Source: an optimization exercise on an open RTL-to-GDS flow (aim: small area and a short achievable clock period). Production flows keep margins and buffers that such runs may drop.
No run shown here included a check of the RTL's function; only the layout flow was run.

## flow/design.v (module list and top-level ports; edited modules follow where they fit)
// module izhikevich_neuron: 917 lines
module izhikevich_neuron #(parameter DT = 16'h0100)
(
    input wire clk,
    input wire rst,
    input wire [15:0] I,
    output reg spike
);
  // ...
==> flow/flow/run.sh <==
#!/bin/bash
# Layout flow for the hand-mapped datapath.
#  1. the standard synthesis of the RTL (kept for its flip-flops: their
#     names, cell types and reset nets are reused unchanged);
#  2. flow/gen2.py, the same generator that wrote the RTL (same options, see
#     flow/gen_args), writes the same circuit mapped by hand onto sky130 cells:
#     full-adder trees and parallel-prefix adders as designed, instead of
#     Yosys/ABC's re-mapping of them;
#  3. flow/polar.py re-chooses the polarity of the full-adder cells (and picks
#     between a gate and its complement) to drop
#     redundant inverters;
#  4. the standard ORFS flow from floorplan on, with every port buffered by a
#     buf_1 cell and the make settings in flow/make_args (the timing repair's
#     setup-slack target).
# Each tool's output goes to a log file of its own in this folder.
set -euo pipefail
W=$(pwd)
R=$W/orfs/results/${FLOW_PLATFORM}/izhikevich_neuron/base
bash standard.sh synth > $W/log_synth.txt 2>&1
cp $R/1_2_yosys.v $W/netlist_standard.v
python3 $W/flow/gen2.py $(cat $W/flow/gen_args) --net $W/netlist_hand.v --std $W/netlist_standard.v > $W/log_gen2.txt 2>&1
python3 $W/flow/polar.py --gates $W/netlist_hand.v $W/netlist_polar.v > $W/log_polar.txt 2>&1
cp $W/netlist_polar.v $R/1_2_yosys.v
touch $R/1_2_yosys.v
export BUFFER_PORTS_ARGS="-buffer_cell sky130_fd_sc_hd__buf_1"
# extra make settings for the layout steps (flow/make_args, may be empty)
bash standard.sh $(cat $W/flow/make_args 2>/dev/null) finish > $W/log_finish.txt 2>&1
==> flow/flow/gen_args <==
--redq tdm --split 1 --ka bk --kb bk
==> flow/flow/make_args <==
SETUP_SLACK_MARGIN=5
==> flow/flow/polar.py <==
#!/usr/bin/env python3
"""Re-choose the polarity of full adders in a mapped sky130 netlist.

A full adder is self-dual: FA(~a,~b,~c) = (~sum, ~cout).  Yosys's extract_fa
leaves many inverters between adder cells; this pass removes every inverter
(except ones driving ports), chooses for each fa cell whether it works on
inverted signals, and re-inserts one inverter per signal that is still needed
in the other polarity.  Registers and all other cells are unchanged.
usage: polar.py in.v out.v
"""
import re, sys, random

GATEFLIP = '--gates' in sys.argv
if GATEFLIP:
    sys.argv.remove('--gates')
src = open(sys.argv[1]).read()
m = re.search(r'^\s*module\s+(\S+)\s*\(', src, re.M)
body_start = src.index(';', m.end()) + 1
end = src.rindex('endmodule')
body = src[body_start:end]

inst_re = re.compile(r'^\s*(sky130_fd_sc_hd__\w+)\s+(\S+)\s*\((.*?)\);\s*$', re.S | re.M)
pin_re = re.compile(r'\.(\w+)\(\s*(.*?)\s*\)\s*(?:,|$)', re.S)
OUTPINS = {'X', 'Y', 'Q', 'Q_N', 'SUM', 'COUT', 'HI', 'LO', 'GCLK'}

cells = []
decl_lines = []
pos = 0
for mm in inst_re.finditer(body):
    pre = body[pos:mm.start()]
    decl_lines.append(pre)
    pos = mm.end()
    typ, name, pins = mm.group(1), mm.group(2), mm.group(3)
    conns = [(p, n) for p, n in pin_re.findall(pins)]
    cells.append([typ, name, conns])
tail = body[pos:]
if 'assign' in ''.join(decl_lines) + tail:
    sys.exit('assign statements not supported')

out_ports = set()
for mm in re.finditer(r'^\s*output\s+(\[(\d+):(\d+)\]\s*)?(\S+?)\s*;', src[:end], re.M):
    if mm.group(1):
        hi, lo = int(mm.group(2)), int(mm.group(3))
        for i in range(min(hi, lo), max(hi, lo) + 1):
            out_ports.add(f"{mm.group(4)}[{i}]")
    else:
        out_ports.add(mm.group(4))

A_ = {'and2_1': 6.256, 'nand2_1': 3.7536, 'or2_1': 6.256, 'nor2_1': 3.7536,
      'and2b_1': 7.5072, 'nand2b_1': 6.256, 'or2b_1': 7.5072, 'nor2b_1': 6.256,
      'xor2_1': 8.7584, 'xnor2_1': 8.7584, 'a21o_1': 7.5072, 'a21oi_1': 5.0048,
      'o21a_1': 7.5072, 'o21ai_1': 5.0048, 'o21ai_0': 5.0048, 'a21bo_1': 10.0096,
      'a21boi_0': 7.5072, 'o21ba_1': 10.0096, 'o21bai_1': 7.5072}
PAIRS = [('and2_1', 'nand2_1'), ('or2_1', 'nor2_1'), ('and2b_1', 'nand2b_1'),
         ('or2b_1', 'nor2b_1'), ('xor2_1', 'xnor2_1'), ('a21o_1', 'a21oi_1'),
         ('o21a_1', 'o21ai_1'), ('o21a_1', 'o21ai_0'), ('a21bo_1', 'a21boi_0'),
         ('o21ba_1', 'o21bai_1')]
COMP = {}
for x, y in PAIRS:
    COMP.setdefault(x, y)
    COMP.setdefault(y, x)
def out_pin(t):
    return 'X' if t in ('and2_1', 'or2_1', 'and2b_1', 'or2b_1', 'xor2_1', 'a21o_1', 'o21a_1', 'a21bo_1', 'o21ba_1') else 'Y'

def is_inv(t):
    return re.fullmatch(r'sky130_fd_sc_hd__(clk)?inv_\d+', t) is not None

driver = {}
for ci, (t, n, conns) in enumerate(cells):
    for p, net in conns:
        if p in OUTPINS:
            driver[net] = (ci, p)

removable = set()
for ci, (t, n, conns) in enumerate(cells):
    if is_inv(t):
        d = dict(conns)
        if d['Y'] not in out_ports:
            removable.add(ci)

def root(net):
    par = 0
    seen = 0
    while net in driver and driver[net][0] in removable:
        ci = driver[net][0]
        net = dict(cells[ci][2])['A']
        par ^= 1
        seen += 1
        if seen > 100:
            sys.exit('inverter loop')
    return net, par

# consumers: (cell index, pin index) -> (root, parity)
fa_idx = [ci for ci, c in enumerate(cells) if c[0].startswith('sky130_fd_sc_hd__fa_')]
fa_set = set(fa_idx)
cons = {}   # root -> list of (ci, parity)
pinref = []
for ci, (t, n, conns) in enumerate(cells):
    if ci in removable:
        continue
    for k, (p, net) in enumerate(conns):
        if p in OUTPINS:
            continue
        r, par = root(net)
        pinref.append((ci, k, r, par))
        cons.setdefault(r, []).append((ci, par))
# output ports that are driven through removable inverters are protected above;
# ports driven directly are roots with a parity-0 "consumer"
for net in out_ports:
    r, par = root(net)
    assert par == 0 and r == net
    cons.setdefault(r, []).append((-1, 0))

gate_idx = []
if GATEFLIP:
    for ci, (t, n, conns) in enumerate(cells):
        short = t[len('sky130_fd_sc_hd__'):]
        if ci not in removable and short in COMP:
            gate_idx.append(ci)
gate_set = set(gate_idx)
def gdelta(ci):
    short = cells[ci][0][len('sky130_fd_sc_hd__'):]
    return A_[COMP[short]] - A_[short]
def drv_fa(r):
    d = driver.get(r)
    if d is not None and (d[0] in fa_set or d[0] in gate_set):
        return d[0]
    return None

flip = {ci: 0 for ci in fa_idx + gate_idx}
def root_cost(r):
    f = drv_fa(r)
    nat = flip[f] if f is not None else 0
    for ci, par in cons.get(r, []):
        need = par ^ (flip[ci] if ci in fa_set else 0)
        if need != nat:
            return 1
    return 0

roots_of_fa = {}
for ci in fa_idx:
    rs = set()
    for p, net in cells[ci][2]:
        if p in OUTPINS:
            rs.add(net)
        else:
            rs.add(root(net)[0])
    roots_of_fa[ci] = rs
all_roots = set(cons)
for ci in gate_idx:
    for p, net in cells[ci][2]:
        if p in OUTPINS:
            roots_of_fa[ci] = {net}
def gcost():
    return sum(gdelta(ci) / 3.7536 for ci in gate_idx if flip[ci])
def total():
    return sum(root_cost(r) for r in all_roots) + gcost()

before = len(removable)
best = total()
random.seed(1)
cur = best
best_flip = dict(flip)
for it in range(60):
    improved = True
    while improved:
        improved = False
        for ci in fa_idx + gate_idx:
            rs = roots_of_fa[ci]
            gd = gdelta(ci) / 3.7536 if ci in gate_set else 0.0
            c0 = sum(root_cost(r) for r in rs) + (gd if flip[ci] else 0.0)
            flip[ci] ^= 1
            c1 = sum(root_cost(r) for r in rs) + (gd if flip[ci] else 0.0)
            if c1 < c0:
                cur += c1 - c0
                improved = True
            else:
                flip[ci] ^= 1
    if cur < best:
        best = cur
        best_flip = dict(flip)
    flip = dict(best_flip)
    cur = best
    pool = fa_idx + gate_idx
    for ci in random.sample(pool, max(1, len(pool) // 10)):
        flip[ci] ^= 1
    cur = total()
flip = best_flip
print(f"polar: {len(fa_idx)} fa cells, {len(gate_idx)} gates, {before} inverters removed, cost {best:.2f}, "
      f"{sum(flip[c] for c in fa_idx)} fa cells and {sum(flip[c] for c in gate_idx)} gates flipped", file=sys.stderr)

def esc(n):
    return n + ' ' if n.startswith('\\') else n

# rewrite
newnets = []
invnet = {}
def inv_of(r):
    if r not in invnet:
        nn = f"_pol{len(invnet)}_"
        invnet[r] = nn
        newnets.append(nn)
    return invnet[r]
for ci, k, r, par in pinref:
    f = drv_fa(r)
    nat = flip[f] if f is not None else 0
    need = par ^ (flip[ci] if ci in fa_set else 0)
    p, net = cells[ci][2][k]
    cells[ci][2][k] = (p, r if need == nat else inv_of(r))
out = [src[:body_start]]
out.append(''.join(decl_lines).rstrip('\n') + '\n')
for nn in newnets:
    out.append(f"  wire {nn};\n")
for ci in gate_idx:
    if flip[ci]:
        t = cells[ci][0]
        short = t[len('sky130_fd_sc_hd__'):]
        nt = 'sky130_fd_sc_hd__' + COMP[short]
        op, np_ = out_pin(short), out_pin(COMP[short])
        cells[ci][0] = nt
        cells[ci][2] = [((np_ if p == op else p), net) for p, net in cells[ci][2]]
for ci, (t, n, conns) in enumerate(cells):
    if ci in removable:
        continue
    pins = ",\n".join(f"    .{p}({esc(net)})" for p, net in conns)
    out.append(f"  {t} {n} (\n{pins}\n  );\n")
for i, (r, nn) in enumerate(invnet.items()):
    out.append(f"  sky130_fd_sc_hd__inv_1 _polinv{i}_ (\n    .A({esc(r)}),\n    .Y({nn})\n  );\n")
out.append(tail)
out.append(src[end:])
open(sys.argv[2], 'w').write(''.join(out))
==> flow/standard.sh <==
#!/bin/bash
# synth_recipe.tcl (not shown) runs the flow's synth.tcl, then flattens the netlist and writes it again
# the make line also repeats each setting of config.mk as NAME=value (left out here)
make -C /OpenROAD-flow-scripts/flow DESIGN_CONFIG=/design/flow/config.mk WORK_HOME=/design/flow/orfs CLKGATE_MAP_FILE= SYNTH_SCRIPT=/design/flow/synth_recipe.tcl "${@:-finish}"
==> flow/config.mk <==
export PLATFORM = sky130hd
export DESIGN_NAME = izhikevich_neuron
export DESIGN_NICKNAME = izhikevich_neuron
export VERILOG_FILES = /design/flow/design.v
export SDC_FILE = /design/flow/constraint.sdc
export NUM_CORES = 4
export LEC_CHECK = 0
export CAP_MARGIN = 20
export CORE_MARGIN = 2
export CORE_UTILIZATION = 40
export CTS_BUF_LIST = sky130_fd_sc_hd__clkbuf_8
export CTS_CLUSTER_DIAMETER = 150
export CTS_CLUSTER_SIZE = 40
export PLACE_DENSITY = 0.6
export SLEW_MARGIN = 20
==> flow/constraint.sdc <==
create_clock -name core_clock -period 12.0 [get_ports {clk}]
set_input_delay 2.4000 -clock core_clock [delete_from_list [all_inputs] [get_ports {clk}]]
set_output_delay 2.4000 -clock core_clock [all_outputs]
set_load 0.01 [all_outputs]
Not shown: flow/flow/gen2.py
==> impl_metrics.yaml, run 1 <==
outcome:
  status: "no timing/DRC/antenna violations"
clocking:
  holdBufCountCts: 0
  tritoncts: "built"
layout:
  nMultiInputCombCells: 636
  layout_commonest_cell: "fa_1"
  reg_top3: "u (16), v (16), spike (1)"
  n_antenna_cell: 0
  synthToLayoutAreaGrowth_pct: 19.0
  clk_share: 0.00975
critical_path:
  crit_cells: 24
  cp_slowest_cell: "dfstp_4"
  end_kind: "flip-flop"
  cp-startpoint: "v[10]$_DFF_PP1_"
placed_design:
  pre_cts_slack_ps: 4100
  dpl_cell_area_um2: 7390
  dp_hpwl_um: 13100
sta:
  finalSetupViolCount: 0
  slew_headroom: 0.555
  period_minus_slack_ps: 6940
  rsz0062_at_grt: "yes"
route:
  highest_layer: "met4"
floorplan:
  die_w_um: 136
  rows: 48
  taps: 225
global_route:
  grt_use_met2: 0.343
  busiest_layer: "met2"
==> run 2: changes to the inputs <==
==> flow/design.v (replaced) <==
module izhikevich_neuron #(parameter DT = 16'h0100)
(
    input wire clk,
    input wire rst,
    input wire [15:0] I,
    output reg spike
);
    reg [15:0] vx, u;
    wire [15:0] v = vx ^ 16'hBF00;
  wire w3 = v[12] & v[11];
  wire w6 = v[10] & v[9];
  wire w9 = w3 & w6;
  wire w10 = ~v[15];
  wire w13 = v[14] | v[13];
  wire w16 = w13 | w9;
  wire w19 = w10 & w16;
  wire w22 = v[0] & v[2];
  wire w25 = v[0] & v[3];
  wire w28 = v[0] & v[4];
  wire w31 = v[0] & v[5];
  wire w34 = v[0] & v[6];
  wire w37 = v[0] & v[7];
  wire w40 = v[0] & v[8];
  wire w43 = v[0] & v[9];
  wire w46 = v[0] & v[10];
  wire w49 = v[0] & v[11];
  wire w52 = v[0] & v[12];
  wire w55 = v[0] & v[13];
  wire w58 = v[0] & v[14];
  wire w59 = ~v[0];
  wire w62 = v[1] & w59;
  wire w65 = v[1] & v[0];
  wire w68 = v[1] & v[3];
  wire w71 = v[1] & v[4];
  wire w74 = v[1] & v[5];
  wire w77 = v[1] & v[6];
  wire w80 = v[1] & v[7];
  wire w83 = v[1] & v[8];
  wire w86 = v[1] & v[9];
  wire w89 = v[1] & v[10];
  wire w92 = v[1] & v[11];
  wire w95 = v[1] & v[12];
  wire w98 = v[1] & v[13];
  wire w101 = v[1] & v[14];
  wire w102 = ~v[1];
  wire w105 = v[2] & w102;
  wire w108 = v[2] & v[1];
  wire w111 = v[2] & v[4];
  wire w114 = v[2] & v[5];
  wire w117 = v[2] & v[6];
  wire w120 = v[2] & v[7];
  wire w123 = v[2] & v[8];
  wire w126 = v[2] & v[9];
  wire w129 = v[2] & v[10];
  wire w132 = v[2] & v[11];
  wire w135 = v[2] & v[12];
  wire w138 = v[2] & v[13];
  wire w141 = v[2] & v[14];
  wire w142 = ~v[2];
  wire w145 = v[3] & w142;
  wire w148 = v[3] & v[2];
  wire w151 = v[3] & v[5];
  wire w154 = v[3] & v[6];
  wire w157 = v[3] & v[7];
  wire w160 = v[3] & v[8];
  wire w163 = v[3] & v[9];
  wire w166 = v[3] & v[10];
  wire w169 = v[3] & v[11];
  wire w172 = v[3] & v[12];
  wire w175 = v[3] & v[13];
  wire w178 = v[3] & v[14];
  wire w179 = ~v[3];
  wire w182 = v[4] & w179;
  wire w185 = v[4] & v[3];
  wire w188 = v[4] & v[6];
  wire w191 = v[4] & v[7];
  wire w194 = v[4] & v[8];
  wire w197 = v[4] & v[9];
  wire w200 = v[4] & v[10];
  wire w203 = v[4] & v[11];
  wire w206 = v[4] & v[12];
  wire w209 = v[4] & v[13];
  wire w212 = v[4] & v[14];
  wire w213 = ~v[4];
  wire w216 = v[5] & w213;
  wire w219 = v[5] & v[4];
  wire w222 = v[5] & v[7];
  wire w225 = v[5] & v[8];
  wire w228 = v[5] & v[9];
  wire w231 = v[5] & v[10];
  wire w234 = v[5] & v[11];
  wire w237 = v[5] & v[12];
  wire w240 = v[5] & v[13];
  wire w243 = v[5] & v[14];
  wire w244 = ~v[5];
  wire w247 = v[6] & w244;
  wire w250 = v[6] & v[5];
  wire w253 = v[6] & v[8];
  wire w256 = v[6] & v[9];
  wire w259 = v[6] & v[10];
  wire w262 = v[6] & v[11];
  wire w265 = v[6] & v[12];
  wire w268 = v[6] & v[13];
  wire w271 = v[6] & v[14];
  wire w272 = ~v[6];
  wire w275 = v[7] & w272;
  wire w278 = v[7] & v[6];
  wire w281 = v[7] & v[9];
  wire w284 = v[7] & v[10];
  wire w287 = v[7] & v[11];
  wire w290 = v[7] & v[12];
  wire w293 = v[7] & v[13];
  wire w296 = v[7] & v[14];
  wire w297 = ~v[7];
  wire w300 = v[8] & w297;
  wire w303 = v[8] & v[7];
  wire w306 = v[8] & v[10];
  wire w309 = v[8] & v[11];
  wire w312 = v[8] & v[12];
  wire w315 = v[8] & v[13];
  wire w318 = v[8] & v[14];
  wire w319 = ~v[8];
  wire w322 = v[9] & w319;
  wire w325 = v[9] & v[8];
  wire w328 = v[9] & v[11];
  wire w331 = v[9] & v[12];
  wire w334 = v[9] & v[13];
  wire w335 = ~v[9];
  wire w338 = v[10] & w335;
  wire w341 = v[10] & v[9];
  wire w344 = v[10] & v[12];
  wire w345 = ~v[10];
  wire w348 = v[11] & w345;
  wire w351 = v[11] & v[10];
  wire w354 = v[15] & v[0];
  wire w355 = ~w354;
  wire w358 = v[15] & v[1];
  wire w359 = ~w358;
  wire w362 = v[15] & v[2];
  wire w363 = ~w362;
  wire w366 = v[15] & v[3];
  wire w367 = ~w366;
  wire w370 = v[15] & v[4];
  wire w371 = ~w370;
  wire w374 = v[15] & v[5];
  wire w375 = ~w374;
  wire w378 = v[15] & v[6];
  wire w379 = ~w378;
  wire w382 = v[15] & v[7];
  wire w383 = ~w382;
  wire w386 = w222 & w250;
  wire w389 = w222 ^ w250;
  wire fs393 = w55 ^ w95 ^ w132;
  wire fc394 = (w55 & w95) | (w55 & w132) | (w95 & w132);
  wire fs400 = w58 ^ w278 ^ w98;
  wire fc401 = (w58 & w278) | (w58 & w98) | (w278 & w98);
  wire w404 = w135 & w169;
  wire w407 = w135 ^ w169;
  wire w410 = w101 ^ w300;
  wire w411 = ~w410;
  wire w414 = w101 | w300;
  wire fs418 = w138 ^ w172 ^ w203;
  wire fc419 = (w138 & w172) | (w138 & w203) | (w172 & w203);
  wire w422 = w231 & w256;
  wire w425 = w231 ^ w256;
  wire fs431 = w141 ^ w175 ^ w206;
  wire fc432 = (w141 & w175) | (w141 & w206) | (w175 & w206);
  wire fs436 = w234 ^ w259 ^ w281;
  wire fc437 = (w234 & w259) | (w234 & w281) | (w259 & w281);
  wire w440 = w303 & w359;
  wire w443 = w303 ^ w359;
  wire fs449 = w178 ^ w209 ^ w237;
  wire fc450 = (w178 & w209) | (w178 & w237) | (w209 & w237);
  wire fs454 = w262 ^ w284 ^ w322;
  wire fc455 = (w262 & w284) | (w262 & w322) | (w284 & w322);
  wire fs461 = w212 ^ w306 ^ w325;
  wire fc462 = (w212 & w306) | (w212 & w325) | (w306 & w325);
  wire w465 = w240 & w265;
  wire w468 = w240 ^ w265;
  wire fs474 = w243 ^ w309 ^ w268;
  wire fc475 = (w243 & w309) | (w243 & w268) | (w309 & w268);
  wire w478 = w271 & w312;
  wire w481 = w271 ^ w312;
  wire w484 = w80 & w117;
  wire w487 = w80 ^ w117;
  wire fs493 = w120 ^ w154 ^ w43;
  wire fc494 = (w120 & w154) | (w120 & w43) | (w154 & w43);
  wire fs498 = w157 ^ w188 ^ w219;
  wire fc499 = (w157 & w188) | (w157 & w219) | (w188 & w219);
  wire w502 = w46 & w86;
  wire w505 = w46 ^ w86;
  wire fs511 = w191 ^ w49 ^ w89;
  wire fc512 = (w191 & w49) | (w191 & w89) | (w49 & w89);
  wire fs516 = w126 ^ w160 ^ w247;
  wire fc517 = (w126 & w160) | (w126 & w247) | (w160 & w247);
  wire fs521 = w52 ^ w92 ^ w129;
  wire fc522 = (w52 & w92) | (w52 & w129) | (w92 & w129);
  wire fs526 = w163 ^ w194 ^ w389;
  wire fc527 = (w163 & w194) | (w163 & w389) | (w194 & w389);
  wire fs531 = w166 ^ w197 ^ w225;
  wire fc532 = (w166 & w197) | (w166 & w225) | (w197 & w225);
  wire fs536 = w275 ^ w386 ^ fs393;
  wire fc537 = (w275 & w386) | (w275 & fs393) | (w386 & fs393);
  wire fs541 = w200 ^ w228 ^ w253;
  wire fc542 = (w200 & w228) | (w200 & w253) | (w228 & w253);
  wire fs548 = w407 ^ fc394 ^ fs400;
  wire fc549 = (w407 & fc394) | (w407 & fs400) | (fc394 & fs400);
  wire fs553 = w355 ^ w404 ^ w411;
  wire fc554 = (w355 & w404) | (w355 & w411) | (w404 & w411);
  wire fs560 = w425 ^ fc401 ^ fs418;
  wire fc561 = (w425 & fc401) | (w425 & fs418) | (fc401 & fs418);
  wire fs567 = w422 ^ w414 ^ w443;
  wire fc568 = (w422 & w414) | (w422 & w443) | (w414 & w443);
  wire fs572 = fc419 ^ fs436 ^ fs431;
  wire fc573 = (fc419 & fs436) | (fc419 & fs431) | (fs436 & fs431);
  wire fs579 = w363 ^ w440 ^ fc437;
  wire fc580 = (w363 & w440) | (w363 & fc437) | (w440 & fc437);
  wire fs584 = fc432 ^ fs454 ^ fs449;
  wire fc585 = (fc432 & fs454) | (fc432 & fs449) | (fs454 & fs449);
  wire fs591 = w287 ^ w367 ^ w468;
  wire fc592 = (w287 & w367) | (w287 & w468) | (w367 & w468);
  wire fs596 = fc455 ^ fc450 ^ fs461;
  wire fc597 = (fc455 & fc450) | (fc455 & fs461) | (fc450 & fs461);
  wire fs603 = w290 ^ w338 ^ w371;
  wire fc604 = (w290 & w338) | (w290 & w371) | (w338 & w371);
  wire fs610 = w465 ^ fc462 ^ fs474;
  wire fc611 = (w465 & fc462) | (w465 & fs474) | (fc462 & fs474);
  wire fs615 = w328 ^ w341 ^ w293;
  wire fc616 = (w328 & w341) | (w328 & w293) | (w341 & w293);
  wire fs622 = w375 ^ w481 ^ fc475;
  wire fc623 = (w375 & w481) | (w375 & fc475) | (w481 & fc475);
  wire fs629 = w296 ^ w315 ^ w331;
  wire fc630 = (w296 & w315) | (w296 & w331) | (w315 & w331);
  wire fs636 = w348 ^ w379 ^ w478;
  wire fc637 = (w348 & w379) | (w348 & w478) | (w379 & w478);
  wire fs641 = w334 ^ w344 ^ w351;
  wire fc642 = (w334 & w344) | (w334 & w351) | (w344 & w351);
  wire w645 = w318 & w383;
  wire w648 = w318 ^ w383;
  wire w651 = w34 & w74;
  wire w654 = w34 ^ w74;
  wire fs658 = w37 ^ w77 ^ w114;
  wire fc659 = (w37 & w77) | (w37 & w114) | (w77 & w114);
  wire fs665 = w151 ^ w185 ^ w40;
  wire fc666 = (w151 & w185) | (w151 & w40) | (w185 & w40);
  wire fs670 = w83 ^ w216 ^ w484;
  wire fc671 = (w83 & w216) | (w83 & w484) | (w216 & w484);
  wire fs677 = w123 ^ w505 ^ fc494;
  wire fc678 = (w123 & w505) | (w123 & fc494) | (w505 & fc494);
  wire fs684 = w502 ^ fc499 ^ fs516;
  wire fc685 = (w502 & fc499) | (w502 & fs516) | (fc499 & fs516);
  wire fs689 = fc517 ^ fc512 ^ fs521;
  wire fc690 = (fc517 & fc512) | (fc517 & fs521) | (fc512 & fs521);
  wire fs694 = fc522 ^ fc527 ^ fs531;
  wire fc695 = (fc522 & fc527) | (fc522 & fs531) | (fc527 & fs531);
  wire fs699 = fc532 ^ fs541 ^ fc537;
  wire fc700 = (fc532 & fs541) | (fc532 & fc537) | (fs541 & fc537);
  wire fs706 = fc542 ^ fs553 ^ fc549;
  wire fc707 = (fc542 & fs553) | (fc542 & fc549) | (fs553 & fc549);
  wire fs713 = fc554 ^ fs567 ^ fc561;
  wire fc714 = (fc554 & fs567) | (fc554 & fc561) | (fs567 & fc561);
  wire fs718 = fc568 ^ fs579 ^ fc573;
  wire fc719 = (fc568 & fs579) | (fc568 & fc573) | (fs579 & fc573);
  wire fs725 = fs591 ^ fc580 ^ fc585;
  wire fc726 = (fs591 & fc580) | (fs591 & fc585) | (fc580 & fc585);
  wire fs732 = fc592 ^ fs603 ^ fc597;
  wire fc733 = (fc592 & fs603) | (fc592 & fc597) | (fs603 & fc597);
  wire fs737 = fc604 ^ fs615 ^ fs622;
  wire fc738 = (fc604 & fs615) | (fc604 & fs622) | (fs615 & fs622);
  wire fs742 = fc616 ^ fs629 ^ fs636;
  wire fc743 = (fc616 & fs629) | (fc616 & fs636) | (fs629 & fs636);
  wire fs747 = w648 ^ fc630 ^ fc637;
  wire fc748 = (w648 & fc630) | (w648 & fc637) | (fc630 & fc637);
  wire w751 = w28 & w68;
  wire w754 = w28 ^ w68;
  wire fs760 = w31 ^ w71 ^ w145;
  wire fc761 = (w31 & w71) | (w31 & w145) | (w71 & w145);
  wire fs767 = w111 ^ w148 ^ w654;
  wire fc768 = (w111 & w148) | (w111 & w654) | (w148 & w654);
  wire fs774 = w182 ^ w651 ^ fs658;
  wire fc775 = (w182 & w651) | (w182 & fs658) | (w651 & fs658);
  wire fs781 = w487 ^ fc659 ^ fs665;
  wire fc782 = (w487 & fc659) | (w487 & fs665) | (fc659 & fs665);
  wire fs788 = fc666 ^ fs493 ^ fs670;
  wire fc789 = (fc666 & fs493) | (fc666 & fs670) | (fs493 & fs670);
  wire fs795 = fc671 ^ fs498 ^ fs677;
  wire fc796 = (fc671 & fs498) | (fc671 & fs677) | (fs498 & fs677);
  wire fs802 = fs511 ^ fc678 ^ fs684;
  wire fc803 = (fs511 & fc678) | (fs511 & fs684) | (fc678 & fs684);
  wire fs809 = fs526 ^ fc685 ^ fs689;
  wire fc810 = (fs526 & fc685) | (fs526 & fs689) | (fc685 & fs689);
  wire fs814 = fc690 ^ fs536 ^ fs694;
  wire fc815 = (fc690 & fs536) | (fc690 & fs694) | (fs536 & fs694);
  wire fs821 = fc695 ^ fs548 ^ fs699;
  wire fc822 = (fc695 & fs548) | (fc695 & fs699) | (fs548 & fs699);
  wire fs828 = fs560 ^ fc700 ^ fs706;
  wire fc829 = (fs560 & fc700) | (fs560 & fs706) | (fc700 & fs706);
  wire fs835 = fs572 ^ fc707 ^ fs713;
  wire fc836 = (fs572 & fc707) | (fs572 & fs713) | (fc707 & fs713);
  wire fs842 = fs584 ^ fc714 ^ fs718;
  wire fc843 = (fs584 & fc714) | (fs584 & fs718) | (fc714 & fs718);
  wire fs847 = fs596 ^ fc719 ^ fs725;
  wire fc848 = (fs596 & fc719) | (fs596 & fs725) | (fc719 & fs725);
  wire fs852 = fs610 ^ fc726 ^ fs732;
  wire fc853 = (fs610 & fc726) | (fs610 & fs732) | (fc726 & fs732);
  wire fs857 = fc611 ^ fc733 ^ fs737;
  wire fc858 = (fc611 & fc733) | (fc611 & fs737) | (fc733 & fs737);
  wire fs862 = fc623 ^ fs742 ^ fc738;
  wire fc863 = (fc623 & fs742) | (fc623 & fc738) | (fs742 & fc738);
  wire fs867 = fs641 ^ fc743 ^ fs747;
  wire fc868 = (fs641 & fc743) | (fs641 & fs747) | (fc743 & fs747);
  wire w871 = w22 & w65;
  wire w874 = w25 & w105;
  wire w877 = w754 & w108;
  wire w880 = w751 & fs760;
  wire w883 = fc761 & fs767;
  wire w886 = w22 ^ w65;
  wire w889 = w25 ^ w105;
  wire w892 = w754 ^ w108;
  wire w895 = w751 ^ fs760;
  wire w898 = fc761 ^ fs767;
  wire w901 = w886 & w62;
  wire w904 = (w892 & w874) | w877;
  wire w907 = w892 & w889;
  wire w910 = (w898 & w880) | w883;
  wire w913 = w898 & w895;
  wire w918 = (w895 & w904) | w880;
  wire w921 = w895 & w907;
  wire w924 = (w913 & w904) | w910;
  wire w927 = w913 & w907;
  wire w930 = (w889 & w871) | w874;
  wire w935 = (w907 & w871) | w904;
  wire w938 = (w921 & w871) | w918;
  wire w941 = (w927 & w871) | w924;
  wire w944 = fc768 & fs774;
  wire w947 = fc775 & fs781;
  wire w950 = fc782 & fs788;
  wire w953 = fc789 & fs795;
  wire w956 = fc796 & fs802;
  wire w959 = fc803 & fs809;
  wire w962 = fc810 & fs814;
  wire w965 = fc815 & fs821;
  wire w968 = fc822 & fs828;
  wire w971 = fc829 & fs835;
  wire w974 = fc836 & fs842;
  wire w977 = fc843 & fs847;
  wire w980 = fc848 & fs852;
  wire w983 = fc853 & fs857;
  wire w986 = fc858 & fs862;
  wire w989 = fc863 & fs867;
  wire w992 = fc768 ^ fs774;
  wire w995 = fc775 ^ fs781;
  wire w998 = fc782 ^ fs788;
  wire w1001 = fc789 ^ fs795;
  wire w1004 = fc796 ^ fs802;
  wire w1007 = fc803 ^ fs809;
  wire w1010 = fc810 ^ fs814;
  wire w1013 = fc815 ^ fs821;
  wire w1016 = fc822 ^ fs828;
  wire w1019 = fc829 ^ fs835;
  wire w1022 = fc836 ^ fs842;
  wire w1025 = fc843 ^ fs847;
  wire w1028 = fc848 ^ fs852;
  wire w1031 = fc853 ^ fs857;
  wire w1034 = fc858 ^ fs862;
  wire w1037 = fc863 ^ fs867;
  wire w1042 = (w992 & w941) | w944;
  wire w1045 = (w998 & w947) | w950;
  wire w1048 = w998 & w995;
  wire w1051 = (w1004 & w953) | w956;
  wire w1054 = w1004 & w1001;
  wire w1057 = (w1010 & w959) | w962;
  wire w1060 = w1010 & w1007;
  wire w1065 = (w1016 & w965) | w968;
  wire w1068 = w1016 & w1013;
  wire w1071 = (w1022 & w971) | w974;
  wire w1074 = w1022 & w1019;
  wire w1079 = (w1028 & w977) | w980;
  wire w1082 = w1028 & w1025;
  wire w1087 = (w1034 & w983) | w986;
  wire w1090 = w1034 & w1031;
  wire w1093 = (w1048 & w1042) | w1045;
  wire w1096 = (w1060 & w1051) | w1057;
  wire w1099 = w1060 & w1054;
  wire w1102 = (w1074 & w1065) | w1071;
  wire w1105 = w1074 & w1068;
  wire w1110 = (w1090 & w1079) | w1087;
  wire w1113 = w1090 & w1082;
  wire w1116 = (w1099 & w1093) | w1096;
  wire w1119 = (w1113 & w1102) | w1110;
  wire w1122 = w1113 & w1105;
  wire w1125 = (w1122 & w1116) | w1119;
  wire w1130 = (w1105 & w1116) | w1102;
  wire w1135 = (w1054 & w1093) | w1051;
  wire w1138 = (w1068 & w1116) | w1065;
  wire w1141 = (w1082 & w1130) | w1079;
  wire w1146 = (w995 & w1042) | w947;
  wire w1149 = (w1001 & w1093) | w953;
  wire w1152 = (w1007 & w1135) | w959;
  wire w1155 = (w1013 & w1116) | w965;
  wire w1158 = (w1019 & w1138) | w971;
  wire w1163 = (w1025 & w1130) | w977;
  wire w1166 = (w1031 & w1141) | w983;
  wire w1169 = (w1037 & w1125) | w989;
  wire w1172 = w992 ^ w941;
  wire w1175 = w995 ^ w1042;
  wire w1178 = w998 ^ w1146;
  wire w1181 = w1001 ^ w1093;
  wire w1184 = w1004 ^ w1149;
  wire w1187 = w1007 ^ w1135;
  wire w1190 = w1010 ^ w1152;
  wire w1193 = w1013 ^ w1116;
  wire w1196 = w1016 ^ w1155;
  wire w1199 = w1019 ^ w1138;
  wire w1202 = w1022 ^ w1158;
  wire w1205 = w1025 ^ w1130;
  wire w1208 = w1028 ^ w1163;
  wire w1211 = w1031 ^ w1141;
  wire w1214 = w1034 ^ w1166;
  wire w1217 = w1037 ^ w1125;
  wire w1218 = ~u[1];
  wire w1219 = ~u[2];
  wire w1220 = ~u[3];
  wire w1221 = ~u[4];
  wire w1222 = ~u[5];
  wire w1223 = ~u[6];
  wire w1224 = ~u[7];
  wire w1225 = ~u[8];
  wire w1226 = ~u[9];
  wire w1227 = ~u[10];
  wire w1228 = ~u[11];
  wire w1229 = ~u[12];
  wire w1230 = ~u[13];
  wire w1231 = ~u[14];
  wire w1232 = ~u[15];
  wire w1233 = ~u[0];
  wire w1236 = v[0] & w1218;
  wire w1239 = v[1] & w1219;
  wire w1242 = v[2] & w1220;
  wire w1245 = v[3] & w1221;
  wire w1248 = v[4] & w1222;
  wire w1251 = v[5] & w1223;
  wire w1254 = v[6] & w1224;
  wire w1257 = v[7] & w1225;
  wire w1260 = v[8] & w1226;
  wire w1263 = v[9] & w1227;
  wire w1266 = v[10] & w1228;
  wire w1269 = v[11] & w1229;
  wire w1272 = v[12] & w1230;
  wire w1275 = v[13] & w1231;
  wire w1278 = v[14] & w1232;
  wire w1281 = v[0] ^ w1218;
  wire w1284 = v[1] ^ w1219;
  wire w1287 = v[2] ^ w1220;
  wire w1290 = v[3] ^ w1221;
  wire w1293 = v[4] ^ w1222;
  wire w1296 = v[5] ^ w1223;
  wire w1299 = v[6] ^ w1224;
  wire w1302 = v[7] ^ w1225;
  wire w1305 = v[8] ^ w1226;
  wire w1308 = v[9] ^ w1227;
  wire w1311 = v[10] ^ w1228;
  wire w1314 = v[11] ^ w1229;
  wire w1317 = v[12] ^ w1230;
  wire w1320 = v[13] ^ w1231;
  wire w1323 = v[14] ^ w1232;
  wire w1328 = (w1281 & w1233) | w1236;
  wire w1331 = (w1287 & w1239) | w1242;
  wire w1334 = w1287 & w1284;
  wire w1337 = (w1293 & w1245) | w1248;
  wire w1340 = w1293 & w1290;
  wire w1343 = (w1299 & w1251) | w1254;
  wire w1346 = w1299 & w1296;
  wire w1349 = (w1305 & w1257) | w1260;
  wire w1352 = w1305 & w1302;
  wire w1355 = (w1311 & w1263) | w1266;
  wire w1358 = w1311 & w1308;
  wire w1361 = (w1317 & w1269) | w1272;
  wire w1364 = w1317 & w1314;
  wire w1367 = (w1323 & w1275) | w1278;
  wire w1370 = w1323 & w1320;
  wire w1373 = (w1334 & w1328) | w1331;
  wire w1376 = (w1346 & w1337) | w1343;
  wire w1379 = w1346 & w1340;
  wire w1382 = (w1358 & w1349) | w1355;
  wire w1385 = w1358 & w1352;
  wire w1388 = (w1370 & w1361) | w1367;
  wire w1391 = w1370 & w1364;
  wire w1394 = (w1379 & w1373) | w1376;
  wire w1397 = (w1391 & w1382) | w1388;
  wire w1400 = w1391 & w1385;
  wire w1403 = (w1400 & w1394) | w1397;
  wire w1408 = (w1385 & w1394) | w1382;
  wire w1413 = (w1340 & w1373) | w1337;
  wire w1416 = (w1352 & w1394) | w1349;
  wire w1419 = (w1364 & w1408) | w1361;
  wire w1424 = (w1284 & w1328) | w1239;
  wire w1427 = (w1290 & w1373) | w1245;
  wire w1430 = (w1296 & w1413) | w1251;
  wire w1433 = (w1302 & w1394) | w1257;
  wire w1436 = (w1308 & w1416) | w1263;
  wire w1441 = (w1314 & w1408) | w1269;
  wire w1444 = (w1320 & w1419) | w1275;
  wire w1447 = w1281 ^ w1233;
  wire w1450 = w1284 ^ w1328;
  wire w1453 = w1287 ^ w1424;
  wire w1456 = w1290 ^ w1373;
  wire w1459 = w1293 ^ w1427;
  wire w1462 = w1296 ^ w1413;
  wire w1465 = w1299 ^ w1430;
  wire w1468 = w1302 ^ w1394;
  wire w1471 = w1305 ^ w1433;
  wire w1474 = w1308 ^ w1416;
  wire w1477 = w1311 ^ w1436;
  wire w1480 = w1314 ^ w1408;
  wire w1483 = w1317 ^ w1441;
  wire w1486 = w1320 ^ w1419;
  wire w1489 = w1323 ^ w1444;
  wire w1490 = ~w1217;
  wire w1491 = ~w1217;
  wire w1492 = ~w1217;
  wire fs1496 = u[0] ^ w1172 ^ I[0];
  wire fc1497 = (u[0] & w1172) | (u[0] & I[0]) | (w1172 & I[0]);
  wire fs1501 = w1178 ^ w1187 ^ fs1496;
  wire fc1502 = (w1178 & w1187) | (w1178 & fs1496) | (w1187 & fs1496);
  wire fs1506 = w1447 ^ w1175 ^ I[1];
  wire fc1507 = (w1447 & w1175) | (w1447 & I[1]) | (w1175 & I[1]);
  wire fs1511 = w1181 ^ fc1497 ^ fs1506;
  wire fc1512 = (w1181 & fc1497) | (w1181 & fs1506) | (fc1497 & fs1506);
  wire fs1516 = w1190 ^ fc1502 ^ fs1511;
  wire fc1517 = (w1190 & fc1502) | (w1190 & fs1511) | (fc1502 & fs1511);
  wire fs1521 = v[0] ^ w1450 ^ I[2];
  wire fc1522 = (v[0] & w1450) | (v[0] & I[2]) | (w1450 & I[2]);
  wire fs1526 = w1178 ^ w1184 ^ fc1507;
  wire fc1527 = (w1178 & w1184) | (w1178 & fc1507) | (w1184 & fc1507);
  wire fs1531 = fs1521 ^ w1193 ^ fs1526;
  wire fc1532 = (fs1521 & w1193) | (fs1521 & fs1526) | (w1193 & fs1526);
  wire fs1536 = fc1512 ^ fs1531 ^ fc1517;
  wire fc1537 = (fc1512 & fs1531) | (fc1512 & fc1517) | (fs1531 & fc1517);
  wire fs1541 = v[1] ^ w1453 ^ I[3];
  wire fc1542 = (v[1] & w1453) | (v[1] & I[3]) | (w1453 & I[3]);
  wire fs1546 = w1181 ^ fc1522 ^ w1187;
  wire fc1547 = (w1181 & fc1522) | (w1181 & w1187) | (fc1522 & w1187);
  wire fs1551 = fs1541 ^ fc1527 ^ w1196;
  wire fc1552 = (fs1541 & fc1527) | (fs1541 & w1196) | (fc1527 & w1196);
  wire fs1556 = fs1546 ^ fc1532 ^ fs1551;
  wire fc1557 = (fs1546 & fc1532) | (fs1546 & fs1551) | (fc1532 & fs1551);
  wire fs1561 = v[2] ^ w1456 ^ I[4];
  wire fc1562 = (v[2] & w1456) | (v[2] & I[4]) | (w1456 & I[4]);
  wire fs1566 = w1184 ^ fc1542 ^ fs1561;
  wire fc1567 = (w1184 & fc1542) | (w1184 & fs1561) | (fc1542 & fs1561);
  wire fs1571 = w1190 ^ w1199 ^ fc1547;
  wire fc1572 = (w1190 & w1199) | (w1190 & fc1547) | (w1199 & fc1547);
  wire fs1576 = fs1566 ^ fc1552 ^ fs1571;
  wire fc1577 = (fs1566 & fc1552) | (fs1566 & fs1571) | (fc1552 & fs1571);
  wire fs1581 = v[3] ^ w1459 ^ I[5];
  wire fc1582 = (v[3] & w1459) | (v[3] & I[5]) | (w1459 & I[5]);
  wire fs1586 = fc1562 ^ w1187 ^ fs1581;
  wire fc1587 = (fc1562 & w1187) | (fc1562 & fs1581) | (w1187 & fs1581);
  wire fs1591 = w1193 ^ fc1567 ^ w1202;
  wire fc1592 = (w1193 & fc1567) | (w1193 & w1202) | (fc1567 & w1202);
  wire fs1596 = fs1586 ^ fc1572 ^ fs1591;
  wire fc1597 = (fs1586 & fc1572) | (fs1586 & fs1591) | (fc1572 & fs1591);
  wire fs1601 = v[4] ^ w1462 ^ I[6];
  wire fc1602 = (v[4] & w1462) | (v[4] & I[6]) | (w1462 & I[6]);
  wire fs1606 = fc1582 ^ fs1601 ^ w1190;
  wire fc1607 = (fc1582 & fs1601) | (fc1582 & w1190) | (fs1601 & w1190);
  wire fs1611 = w1196 ^ fc1587 ^ w1205;
  wire fc1612 = (w1196 & fc1587) | (w1196 & w1205) | (fc1587 & w1205);
  wire fs1616 = fs1606 ^ fc1592 ^ fs1611;
  wire fc1617 = (fs1606 & fc1592) | (fs1606 & fs1611) | (fc1592 & fs1611);
  wire fs1621 = v[5] ^ w1465 ^ I[7];
  wire fc1622 = (v[5] & w1465) | (v[5] & I[7]) | (w1465 & I[7]);
  wire fs1626 = fc1602 ^ fs1621 ^ w1193;
  wire fc1627 = (fc1602 & fs1621) | (fc1602 & w1193) | (fs1621 & w1193);
  wire fs1631 = w1199 ^ fc1607 ^ fs1626;
  wire fc1632 = (w1199 & fc1607) | (w1199 & fs1626) | (fc1607 & fs1626);
  wire fs1636 = w1208 ^ fc1612 ^ fs1631;
  wire fc1637 = (w1208 & fc1612) | (w1208 & fs1631) | (fc1612 & fs1631);
  wire fs1641 = v[6] ^ w1468 ^ I[8];
  wire fc1642 = (v[6] & w1468) | (v[6] & I[8]) | (w1468 & I[8]);
  wire fs1646 = fc1622 ^ fs1641 ^ w1196;
  wire fc1647 = (fc1622 & fs1641) | (fc1622 & w1196) | (fs1641 & w1196);
  wire fs1651 = w1202 ^ fc1627 ^ w1211;
  wire fc1652 = (w1202 & fc1627) | (w1202 & w1211) | (fc1627 & w1211);
  wire fs1656 = fs1646 ^ fc1632 ^ fs1651;
  wire fc1657 = (fs1646 & fc1632) | (fs1646 & fs1651) | (fc1632 & fs1651);
  wire fs1661 = v[7] ^ w1471 ^ I[9];
  wire fc1662 = (v[7] & w1471) | (v[7] & I[9]) | (w1471 & I[9]);
  wire fs1666 = fc1642 ^ fs1661 ^ w1199;
  wire fc1667 = (fc1642 & fs1661) | (fc1642 & w1199) | (fs1661 & w1199);
  wire fs1671 = w1205 ^ fc1647 ^ fs1666;
  wire fc1672 = (w1205 & fc1647) | (w1205 & fs1666) | (fc1647 & fs1666);
  wire fs1676 = w1214 ^ fc1652 ^ fs1671;
  wire fc1677 = (w1214 & fc1652) | (w1214 & fs1671) | (fc1652 & fs1671);
  wire fs1683 = v[8] ^ w1474 ^ I[10];
  wire fc1684 = (v[8] & w1474) | (v[8] & I[10]) | (w1474 & I[10]);
  wire fs1688 = fc1662 ^ fs1683 ^ w1202;
  wire fc1689 = (fc1662 & fs1683) | (fc1662 & w1202) | (fs1683 & w1202);
  wire fs1695 = fc1667 ^ w1208 ^ w1492;
  wire fc1696 = (fc1667 & w1208) | (fc1667 & w1492) | (w1208 & w1492);
  wire fs1700 = fs1688 ^ fc1672 ^ fs1695;
  wire fc1701 = (fs1688 & fc1672) | (fs1688 & fs1695) | (fc1672 & fs1695);
  wire w1704 = v[9] ^ w1477;
  wire w1705 = ~w1704;
  wire w1708 = v[9] | w1477;
  wire fs1714 = w1705 ^ I[11] ^ fc1684;
  wire fc1715 = (w1705 & I[11]) | (w1705 & fc1684) | (I[11] & fc1684);
  wire fs1719 = fs1714 ^ w1205 ^ w1211;
  wire fc1720 = (fs1714 & w1205) | (fs1714 & w1211) | (w1205 & w1211);
  wire fs1724 = fc1689 ^ fs1719 ^ fc1696;
  wire fc1725 = (fc1689 & fs1719) | (fc1689 & fc1696) | (fs1719 & fc1696);
  wire fs1731 = v[10] ^ w1480 ^ w1708;
  wire fc1732 = (v[10] & w1480) | (v[10] & w1708) | (w1480 & w1708);
  wire fs1736 = fs1731 ^ I[12] ^ fc1715;
  wire fc1737 = (fs1731 & I[12]) | (fs1731 & fc1715) | (I[12] & fc1715);
  wire fs1741 = w1208 ^ fs1736 ^ w1214;
  wire fc1742 = (w1208 & fs1736) | (w1208 & w1214) | (fs1736 & w1214);
  wire fs1746 = fc1720 ^ fs1741 ^ fc1725;
  wire fc1747 = (fc1720 & fs1741) | (fc1720 & fc1725) | (fs1741 & fc1725);
  wire w1750 = v[11] ^ w1483;
  wire w1751 = ~w1750;
  wire w1754 = v[11] | w1483;
  wire fs1760 = w1751 ^ fc1732 ^ I[13];
  wire fc1761 = (w1751 & fc1732) | (w1751 & I[13]) | (fc1732 & I[13]);
  wire fs1765 = fs1760 ^ fc1737 ^ w1211;
  wire fc1766 = (fs1760 & fc1737) | (fs1760 & w1211) | (fc1737 & w1211);
  wire fs1770 = w1491 ^ fs1765 ^ fc1742;
  wire fc1771 = (w1491 & fs1765) | (w1491 & fc1742) | (fs1765 & fc1742);
  wire w1774 = v[12] ^ w1486;
  wire w1775 = ~w1774;
  wire w1778 = v[12] | w1486;
  wire fs1784 = w1754 ^ w1775 ^ I[14];
  wire fc1785 = (w1754 & w1775) | (w1754 & I[14]) | (w1775 & I[14]);
  wire fs1789 = fc1761 ^ fs1784 ^ w1214;
  wire fc1790 = (fc1761 & fs1784) | (fc1761 & w1214) | (fs1784 & w1214);
  wire fs1794 = fc1766 ^ fs1789 ^ fc1771;
  wire fc1795 = (fc1766 & fs1789) | (fc1766 & fc1771) | (fs1789 & fc1771);
  wire w1798 = v[13] ^ w1778;
  wire w1799 = ~w1798;
  wire w1802 = v[13] | w1778;
  wire fs1808 = w1489 ^ w1799 ^ I[15];
  wire fc1809 = (w1489 & w1799) | (w1489 & I[15]) | (w1799 & I[15]);
  wire fs1813 = fc1785 ^ fs1808 ^ w1490;
  wire fc1814 = (fc1785 & fs1808) | (fc1785 & w1490) | (fs1808 & w1490);
  wire fs1818 = fc1790 ^ fs1813 ^ fc1795;
  wire fc1819 = (fc1790 & fs1813) | (fc1790 & fc1795) | (fs1813 & fc1795);
  wire w1822 = w1172 & w1181;
  wire w1825 = w1175 & w1184;
  wire w1828 = w1172 ^ w1181;
  wire w1831 = w1175 ^ w1184;
  wire w1834 = w1175 & w1172;
  wire w1837 = w1828 & w1178;
  wire w1840 = w1178 & w1834;
  wire w1843 = w1837 & w1834;
  wire w1848 = (w1831 & w1822) | w1825;
  wire w1851 = w1831 & w1843;
  wire w1854 = fc1537 & fs1556;
  wire w1857 = fc1557 & fs1576;
  wire w1860 = fc1577 & fs1596;
  wire w1863 = fc1597 & fs1616;
  wire w1866 = fc1617 & fs1636;
  wire w1869 = fc1637 & fs1656;
  wire w1872 = fc1657 & fs1676;
  wire w1875 = fc1677 & fs1700;
  wire w1878 = fc1701 & fs1724;
  wire w1881 = fc1747 & fs1770;
  wire w1884 = fc1537 ^ fs1556;
  wire w1887 = fc1557 ^ fs1576;
  wire w1890 = fc1577 ^ fs1596;
  wire w1893 = fc1597 ^ fs1616;
  wire w1896 = fc1617 ^ fs1636;
  wire w1899 = fc1637 ^ fs1656;
  wire w1902 = fc1657 ^ fs1676;
  wire w1905 = fc1677 ^ fs1700;
  wire w1908 = fc1701 ^ fs1724;
  wire w1911 = fc1747 ^ fs1770;
  wire w1914 = fs1501 & w1848;
  wire w1917 = fs1536 & fs1516;
  wire w1922 = (w1887 & w1854) | w1857;
  wire w1925 = w1887 & w1884;
  wire w1930 = (w1893 & w1860) | w1863;
  wire w1933 = w1893 & w1890;
  wire w1938 = (w1899 & w1866) | w1869;
  wire w1941 = w1899 & w1896;
  wire w1946 = (w1905 & w1872) | w1875;
  wire w1949 = w1905 & w1902;
  wire w1952 = fs1746 & w1878;
  wire w1955 = fs1746 & w1908;
  wire w1958 = fs1794 & w1881;
  wire w1961 = fs1794 & w1911;
  wire w1964 = w1917 & w1914;
  wire w1969 = (w1933 & w1922) | w1930;
  wire w1972 = w1933 & w1925;
  wire w1977 = (w1949 & w1938) | w1946;
  wire w1980 = w1949 & w1941;
  wire w1985 = (w1961 & w1952) | w1958;
  wire w1988 = w1961 & w1955;
  wire w1991 = (w1972 & w1964) | w1969;
  wire w1996 = (w1988 & w1977) | w1985;
  wire w1999 = w1988 & w1980;
  wire w2002 = (w1999 & w1991) | w1996;
  wire w2007 = (w1980 & w1991) | w1977;
  wire w2012 = (w1925 & w1964) | w1922;
  wire w2015 = (w1941 & w1991) | w1938;
  wire w2020 = (w1955 & w2007) | w1952;
  wire w2023 = fs1516 & w1914;
  wire w2026 = (w1884 & w1964) | w1854;
  wire w2031 = (w1890 & w2012) | w1860;
  wire w2036 = (w1896 & w1991) | w1866;
  wire w2039 = (w1902 & w2015) | w1872;
  wire w2042 = (w1908 & w2007) | w1878;
  wire w2047 = (w1911 & w2020) | w1881;
  wire w2050 = fs1818 & w2002;
  wire w2053 = fs1501 ^ w1848;
  wire w2056 = fs1516 ^ w1914;
  wire w2059 = fs1536 ^ w2023;
  wire w2062 = w1884 ^ w1964;
  wire w2065 = w1887 ^ w2026;
  wire w2068 = w1890 ^ w2012;
  wire w2071 = w1893 ^ w2031;
  wire w2074 = w1896 ^ w1991;
  wire w2077 = w1899 ^ w2036;
  wire w2080 = w1902 ^ w2015;
  wire w2083 = w1905 ^ w2039;
  wire w2086 = w1908 ^ w2007;
  wire w2089 = fs1746 ^ w2042;
  wire w2092 = w1911 ^ w2020;
  wire w2095 = fs1794 ^ w2047;
  wire w2098 = fs1818 ^ w2002;
  wire w2099 = ~w19;
  wire w2102 = u[0] & w2099;
  wire w2105 = w1447 & w2099;
  wire w2108 = w1450 & w2099;
  wire w2111 = w1453 & w2099;
  wire w2114 = w1456 & w2099;
  wire w2117 = w1459 & w2099;
  wire w2120 = w1462 & w2099;
  wire w2123 = w1465 & w2099;
  wire w2126 = w1468 & w2099;
  wire w2129 = w1471 & w2099;
  wire w2132 = w1474 & w2099;
  wire w2135 = w1477 & w2099;
  wire w2138 = w1480 & w2099;
  wire w2141 = w1483 & w2099;
  wire w2144 = w1486 & w2099;
  wire w2147 = w1489 & w2099;
  wire w2148 = ~w2147;
  wire w2149 = ~w2147;
  wire w2150 = ~w2147;
  wire fs2154 = w2102 ^ w2108 ^ w2120;
  wire fc2155 = (w2102 & w2108) | (w2102 & w2120) | (w2108 & w2120);
  wire fs2159 = w2105 ^ w2111 ^ w2123;
  wire fc2160 = (w2105 & w2111) | (w2105 & w2123) | (w2111 & w2123);
  wire fs2164 = u[0] ^ w2108 ^ w2114;
  wire fc2165 = (u[0] & w2108) | (u[0] & w2114) | (w2108 & w2114);
  wire fs2169 = w2126 ^ fs2164 ^ fc2160;
  wire fc2170 = (w2126 & fs2164) | (w2126 & fc2160) | (fs2164 & fc2160);
  wire fs2176 = u[1] ^ w2111 ^ w2117;
  wire fc2177 = (u[1] & w2111) | (u[1] & w2117) | (w2111 & w2117);
  wire fs2181 = fc2165 ^ w2129 ^ fs2176;
  wire fc2182 = (fc2165 & w2129) | (fc2165 & fs2176) | (w2129 & fs2176);
  wire fs2188 = u[2] ^ w2114 ^ w2120;
  wire fc2189 = (u[2] & w2114) | (u[2] & w2120) | (w2114 & w2120);
  wire fs2193 = w2132 ^ fc2177 ^ fs2188;
  wire fc2194 = (w2132 & fc2177) | (w2132 & fs2188) | (fc2177 & fs2188);
  wire fs2200 = u[3] ^ w2117 ^ w2123;
  wire fc2201 = (u[3] & w2117) | (u[3] & w2123) | (w2117 & w2123);
  wire fs2205 = w2135 ^ fc2189 ^ fs2200;
  wire fc2206 = (w2135 & fc2189) | (w2135 & fs2200) | (fc2189 & fs2200);
  wire fs2212 = u[4] ^ w2126 ^ w2120;
  wire fc2213 = (u[4] & w2126) | (u[4] & w2120) | (w2126 & w2120);
  wire fs2217 = w2138 ^ fc2201 ^ fs2212;
  wire fc2218 = (w2138 & fc2201) | (w2138 & fs2212) | (fc2201 & fs2212);
  wire fs2224 = u[5] ^ w2123 ^ w2129;
  wire fc2225 = (u[5] & w2123) | (u[5] & w2129) | (w2123 & w2129);
  wire fs2229 = w2141 ^ fc2213 ^ fs2224;
  wire fc2230 = (w2141 & fc2213) | (w2141 & fs2224) | (fc2213 & fs2224);
  wire fs2236 = u[6] ^ w2126 ^ w2132;
  wire fc2237 = (u[6] & w2126) | (u[6] & w2132) | (w2126 & w2132);
  wire fs2241 = w2144 ^ fs2236 ^ fc2225;
  wire fc2242 = (w2144 & fs2236) | (w2144 & fc2225) | (fs2236 & fc2225);
  wire w2245 = u[7] ^ w2129;
  wire w2246 = ~w2245;
  wire w2249 = u[7] | w2129;
  wire fs2253 = w2135 ^ w2246 ^ fc2237;
  wire fc2254 = (w2135 & w2246) | (w2135 & fc2237) | (w2246 & fc2237);
  wire fs2260 = w2150 ^ fs2253 ^ fc2242;
  wire fc2261 = (w2150 & fs2253) | (w2150 & fc2242) | (fs2253 & fc2242);
  wire w2264 = u[8] ^ w2132;
  wire w2265 = ~w2264;
  wire w2268 = u[8] | w2132;
  wire fs2274 = w2138 ^ w2249 ^ w2265;
  wire fc2275 = (w2138 & w2249) | (w2138 & w2265) | (w2249 & w2265);
  wire fs2279 = fc2254 ^ fs2274 ^ fc2261;
  wire fc2280 = (fc2254 & fs2274) | (fc2254 & fc2261) | (fs2274 & fc2261);
  wire w2283 = u[9] ^ w2268;
  wire w2284 = ~w2283;
  wire w2287 = u[9] | w2268;
  wire fs2291 = w2135 ^ w2141 ^ w2284;
  wire fc2292 = (w2135 & w2141) | (w2135 & w2284) | (w2141 & w2284);
  wire fs2296 = fc2275 ^ fs2291 ^ fc2280;
  wire fc2297 = (fc2275 & fs2291) | (fc2275 & fc2280) | (fs2291 & fc2280);
  wire w2300 = u[10] ^ w2138;
  wire w2301 = ~w2300;
  wire w2304 = u[10] | w2138;
  wire fs2308 = w2144 ^ w2287 ^ w2301;
  wire fc2309 = (w2144 & w2287) | (w2144 & w2301) | (w2287 & w2301);
  wire w2312 = fc2292 & fs2308;
  wire w2315 = fc2292 ^ fs2308;
  wire fs2321 = u[11] ^ w19 ^ w2304;
  wire fc2322 = (u[11] & w19) | (u[11] & w2304) | (w19 & w2304);
  wire fs2328 = w2141 ^ w2149 ^ fs2321;
  wire fc2329 = (w2141 & w2149) | (w2141 & fs2321) | (w2149 & fs2321);
  wire fs2335 = fc2309 ^ w2312 ^ fs2328;
  wire fc2336 = (fc2309 & w2312) | (fc2309 & fs2328) | (w2312 & fs2328);
  wire w2339 = u[12] ^ w2144;
  wire w2340 = ~w2339;
  wire w2343 = u[12] | w2144;
  wire fs2349 = w2340 ^ fc2322 ^ fc2329;
  wire fc2350 = (w2340 & fc2322) | (w2340 & fc2329) | (fc2322 & fc2329);
  wire fs2354 = u[13] ^ w2148 ^ w2343;
  wire fc2355 = (u[13] & w2148) | (u[13] & w2343) | (w2148 & w2343);
  wire w2356 = ~u[14];
  wire w2359 = u[15] ^ u[14];
  wire w2360 = ~w2359;
  wire w2363 = u[15] | u[14];
  wire w2366 = w2102 & w2114;
  wire w2369 = w2105 & w2117;
  wire w2372 = fc2155 & fs2159;
  wire w2375 = w2102 ^ w2114;
  wire w2378 = w2105 ^ w2117;
  wire w2381 = fc2155 ^ fs2159;
  wire w2384 = w2105 & w2102;
  wire w2387 = w2111 & w2108;
  wire w2390 = (w2378 & w2366) | w2369;
  wire w2393 = w2378 & w2375;
  wire w2396 = w2381 & fs2154;
  wire w2399 = w2108 & w2384;
  wire w2402 = w2387 & w2384;
  wire w2405 = fs2154 & w2390;
  wire w2408 = fs2154 & w2393;
  wire w2413 = (w2396 & w2390) | w2372;
  wire w2416 = w2396 & w2393;
  wire w2419 = w2375 & w2402;
  wire w2422 = w2393 & w2402;
  wire w2425 = w2408 & w2402;
  wire w2428 = w2416 & w2402;
  wire w2431 = fc2170 & fs2181;
  wire w2434 = fc2182 & fs2193;
  wire w2437 = fc2194 & fs2205;
  wire w2440 = fc2206 & fs2217;
  wire w2443 = fc2218 & fs2229;
  wire w2446 = fc2230 & fs2241;
  wire w2449 = fc2297 & w2315;
  wire w2452 = fc2336 & fs2349;
  wire w2455 = fc2350 & fs2354;
  wire w2458 = fc2355 & w2356;
  wire w2461 = fc2170 ^ fs2181;
  wire w2464 = fc2182 ^ fs2193;
  wire w2467 = fc2194 ^ fs2205;
  wire w2470 = fc2206 ^ fs2217;
  wire w2473 = fc2218 ^ fs2229;
  wire w2476 = fc2230 ^ fs2241;
  wire w2479 = fc2297 ^ w2315;
  wire w2482 = fc2336 ^ fs2349;
  wire w2485 = fc2350 ^ fs2354;
  wire w2488 = fc2355 ^ w2356;
  wire w2491 = fs2169 & w2413;
  wire w2494 = (w2464 & w2431) | w2434;
  wire w2497 = w2464 & w2461;
  wire w2500 = (w2470 & w2437) | w2440;
  wire w2503 = w2470 & w2467;
  wire w2506 = (w2476 & w2443) | w2446;
  wire w2509 = w2476 & w2473;
  wire w2512 = fs2279 & fs2260;
  wire w2515 = w2479 & fs2296;
  wire w2518 = w2482 & fs2335;
  wire w2523 = (w2488 & w2455) | w2458;
  wire w2526 = w2488 & w2485;
  wire w2531 = (w2497 & w2491) | w2494;
  wire w2534 = (w2509 & w2500) | w2506;
  wire w2537 = w2509 & w2503;
  wire w2540 = w2515 & w2512;
  wire w2543 = (w2526 & w2452) | w2523;
  wire w2546 = w2526 & w2518;
  wire w2549 = (w2537 & w2531) | w2534;
  wire w2552 = (w2546 & w2449) | w2543;
  wire w2555 = w2546 & w2540;
  wire w2560 = (w2555 & w2549) | w2552;
  wire w2563 = (w2540 & w2549) | w2449;
  wire w2568 = (w2503 & w2531) | w2500;
  wire w2571 = w2512 & w2549;
  wire w2576 = (w2518 & w2563) | w2452;
  wire w2579 = (w2461 & w2491) | w2431;
  wire w2582 = (w2467 & w2531) | w2437;
  wire w2585 = (w2473 & w2568) | w2443;
  wire w2588 = fs2260 & w2549;
  wire w2591 = fs2296 & w2571;
  wire w2594 = fs2335 & w2563;
  wire w2597 = (w2485 & w2576) | w2455;
  wire w2600 = w2360 & w2560;
  wire w2603 = fs2169 ^ w2413;
  wire w2606 = w2461 ^ w2491;
  wire w2609 = w2464 ^ w2579;
  wire w2612 = w2467 ^ w2531;
  wire w2615 = w2470 ^ w2582;
  wire w2618 = w2473 ^ w2568;
  wire w2621 = w2476 ^ w2585;
  wire w2624 = fs2260 ^ w2549;
  wire w2627 = fs2279 ^ w2588;
  wire w2630 = fs2296 ^ w2571;
  wire w2633 = w2479 ^ w2591;
  wire w2636 = fs2335 ^ w2563;
  wire w2639 = w2482 ^ w2594;
  wire w2642 = w2485 ^ w2576;
  wire w2645 = w2488 ^ w2597;
  wire w2648 = w2360 ^ w2560;
  wire w2651 = ~w19 & w2053;
  wire w2654 = ~w19 & w2056;
  wire w2657 = ~w19 & w2059;
  wire w2660 = ~w19 & w2062;
  wire w2663 = ~w19 & w2065;
  wire w2666 = ~w19 & w2068;
  wire w2669 = ~w19 & w2071;
  wire w2672 = ~w19 & w2074;
  wire w2675 = w19 | w2077;
  wire w2678 = w19 | w2080;
  wire w2681 = w19 | w2083;
  wire w2684 = w19 | w2086;
  wire w2687 = w19 | w2089;
  wire w2690 = w19 | w2092;
  wire w2693 = ~w19 & w2095;
  wire w2696 = w19 | w2098;
    wire [15:0] v_next = {w2696, w2693, w2690, w2687, w2684, w2681, w2678, w2675, w2672, w2669, w2666, w2663, w2660, w2657, w2654, w2651};
    wire [15:0] u_next = {w2648, w2645, w2642, w2639, w2636, w2633, w2630, w2627, w2624, w2621, w2618, w2615, w2612, w2609, w2606, w2603};
    always @(posedge clk or posedge rst) begin
        if (rst) begin
            vx <= 16'h0000;
            u <= 16'h0000;
            spike <= 1'b0;
        end else begin
            vx <= v_next ^ 16'hBF00;
            u <= u_next;
            spike <= w19;
        end
    end
endmodule
==> flow/flow/gen_args (replaced) <==
--redq dadda --split 1 --ka bk --kb bk --vx 1
==> impl_metrics.yaml, run 2 <==
critical_path:
  worstPathMaxFanout: 19
  critPathLaunchType: "flip-flop"
  cp_common_cell: "fa_1"
  end_kind: "flip-flop"
  cp_slowest_cell: "dfrtp_4"
  crit_type: "flip-flop to flip-flop"
  max_stage_delay_ps: 570
  path_buf_inv: 2
  crit_arrival_ps: 6740
  crit_family: "adder cells"
  cp_cell_sequence: "or2b_1, fa_1, fa_1, fa_1, fa_1, xnor2_1, a21oi_1, o21ai_1, a21oi_2, o21bai_1, xor2_2, fa_1, fa_1, fa_1, xnor2_1, inv_1, nand2_1, inv_1, a21oi_1, o21ai_1, o21bai_1, xor2_1, nor2_1"
  critPathRequiredTime_ps: 12170
placed_design:
  portBuffers: 18
  dpl.cell_count: 1014
  dp_hpwl_um: 12500
  pre_cts_slack_ps: 4680
  routabilityCongestion: 0.799
  dpl_cell_area_um2: 7620
sta:
  rsz0062_at_grt: "no"
  fmax_mhz: 152
  worst_pin_slew_ps: 889
  finalSetupViolCount: 0
  period_minus_slack_ps: 6570
  setup_tns_ps: 0
  slew_headroom: 0.406
  slew_viol_final: 0
  postLayoutSetupSlackWorst_ps: 5430
  finalCritPeriodShare: 0.548
  hold_viol: 0
  clock_skew_ps: 4.88
layout:
  n_antenna_cell: 0
  stdcell_count: 1027
  reg_top3: "u (16), vx (16), spike (1)"
  drive_gt1_frac: 0.0614
  layout_common_cells: "fa_1 (153), nand2_1 (101), nor2b_1 (81)"
  final_area_um2: 7920
  layout_commonest_cell: "fa_1"
  utilization: 0.442
  synthToLayoutAreaGrowth_pct: 9.16
  nets: 968
global_route:
  grt_pass1_vias: 5113
  grt_usage: 0.169
  overflow: 0
  antenna_found_initial: 0
  grt_max_degree: 34
  grt_pass1_wl_um: 26200
floorplan:
  die-area_um2: 19200
  die_w_um: 139
  core_um2: 17900
  initial_utilization: 0.405
  boundaryPins: 19
  die_y_um: 139
  rows: 49
clocking:
  cts_made_buffers: 5
  clockRootBuffer: "clkbuf_8"
  clk_latency_ps: 290
  tritoncts: "built"
  clockBufferDepth: 2
  htreeDepth: 2
  path_clk_slew_ps: 80
  numClockSinks: 33
synth:
  syn_area_um2: 7250
  syn-mean-instance-area_um2: 9.48
  syn-num-nets: 936
  netlist_instances: 765
  yosysWarnings: 1
route:
  routedWlPerCell_um: 14.9
  drt-total-wl_um: 15300
  ant_nets: 0
  drtIter0Drc: 216
  dr.pass1.iters: 4
  vias: 4931
  drt_drc_violations_left: 0
  viasPerCell: 4.80
run:
  drv.max_cap_violation_count: 0
outcome:
  status: "no timing/DRC/antenna violations"
worst_hold_path:
  hold_class: "flip-flop to flip-flop"
[run 2: cell type report]
| cell class | instances | area [um2] |
|---|---|---|
| fill | 1769 | 9990 |
| multi-input combinational | 675 | 6350 |
| inverter | 57 | 214 |
| tap | 229 | 287 |
| timing repair buffer | 25 | 120 |
| sequential | 33 | 862 |
| clock buffer | 5 | 68.8 |
| clock inverter | 3 | 17.5 |
[run 2: final timing paths]
check                                startpoint          endpoint  slack (ps)  cells past startpoint
worst max-delay path            vx[1]$_DFF_PP0_  vx[15]$_DFF_PP0_        5430                     23
min in group asynchronous                   rst   u[14]$_DFF_PP0_        2180                      3
max in group asynchronous                   rst   vx[2]$_DFF_PP0_        9450                      3
worst min-delay path            u[15]$_DFF_PP0_   u[15]$_DFF_PP0_         630                      2
worst max register to register  vx[1]$_DFF_PP0_  vx[15]$_DFF_PP0_        5430                     23
worst min register to register  u[15]$_DFF_PP0_   u[15]$_DFF_PP0_         630                      2
[run 2: what timing repair did]
item,in CTS,in global routing
gates resized for setup,17,26
setup buffers,0,5
hold buffers,0,0
setup endpoints to repair,5,6
[run 2: through the flow]
step	hold slack (ps)
2_1_floorplan	587
3_3_place_gp	614
3_5_place_dp	603
4_1_cts	630
5_1_grt	663
6_report	628
[run 2: layer usage]
metal / vias to the layer above / global-route usage / share of wire
met3: 6 / 0.0176 / 0.026
met4: 0 / 0.0101 / 0.0065
met1: 2473 / 0.242 / 0.45
met5: - / 0 / 0
met2: 52 / 0.294 / 0.51
li1: 2400 / - / -
[run 2: worst min-delay path: stages, from the launching register on]
cell	delay, ps
dfrtp_1	380
xor2_1	90
xnor2_1	120

[separate check: timing with driven ports]
Ports are ideal in the flow. The routed layouts listed here were re-timed in OpenROAD.
Step 1, drivers: a clkbuf_16 drives clk and a buf_2 each remaining input, both assumed.
Step 2, shift: input delay + t, output delay - t, t = (earliest + latest rising clock arrival at the registers) / 2. This alone moves slack from input paths to output paths.
Three values: no drivers, after step 1, after step 2; two values: the first two.
run | t (ns) | slack for setup (ns) | worst register clock-pin slew, ns
run 1 | 0.318 | 5.057 / 5.057 / 5.057 | 0.08 / 0.08
run 2 | 0.322 | 5.429 / 5.429 / 5.429 | 0.08 / 0.08
After both steps every run listed still meets setup and hold.
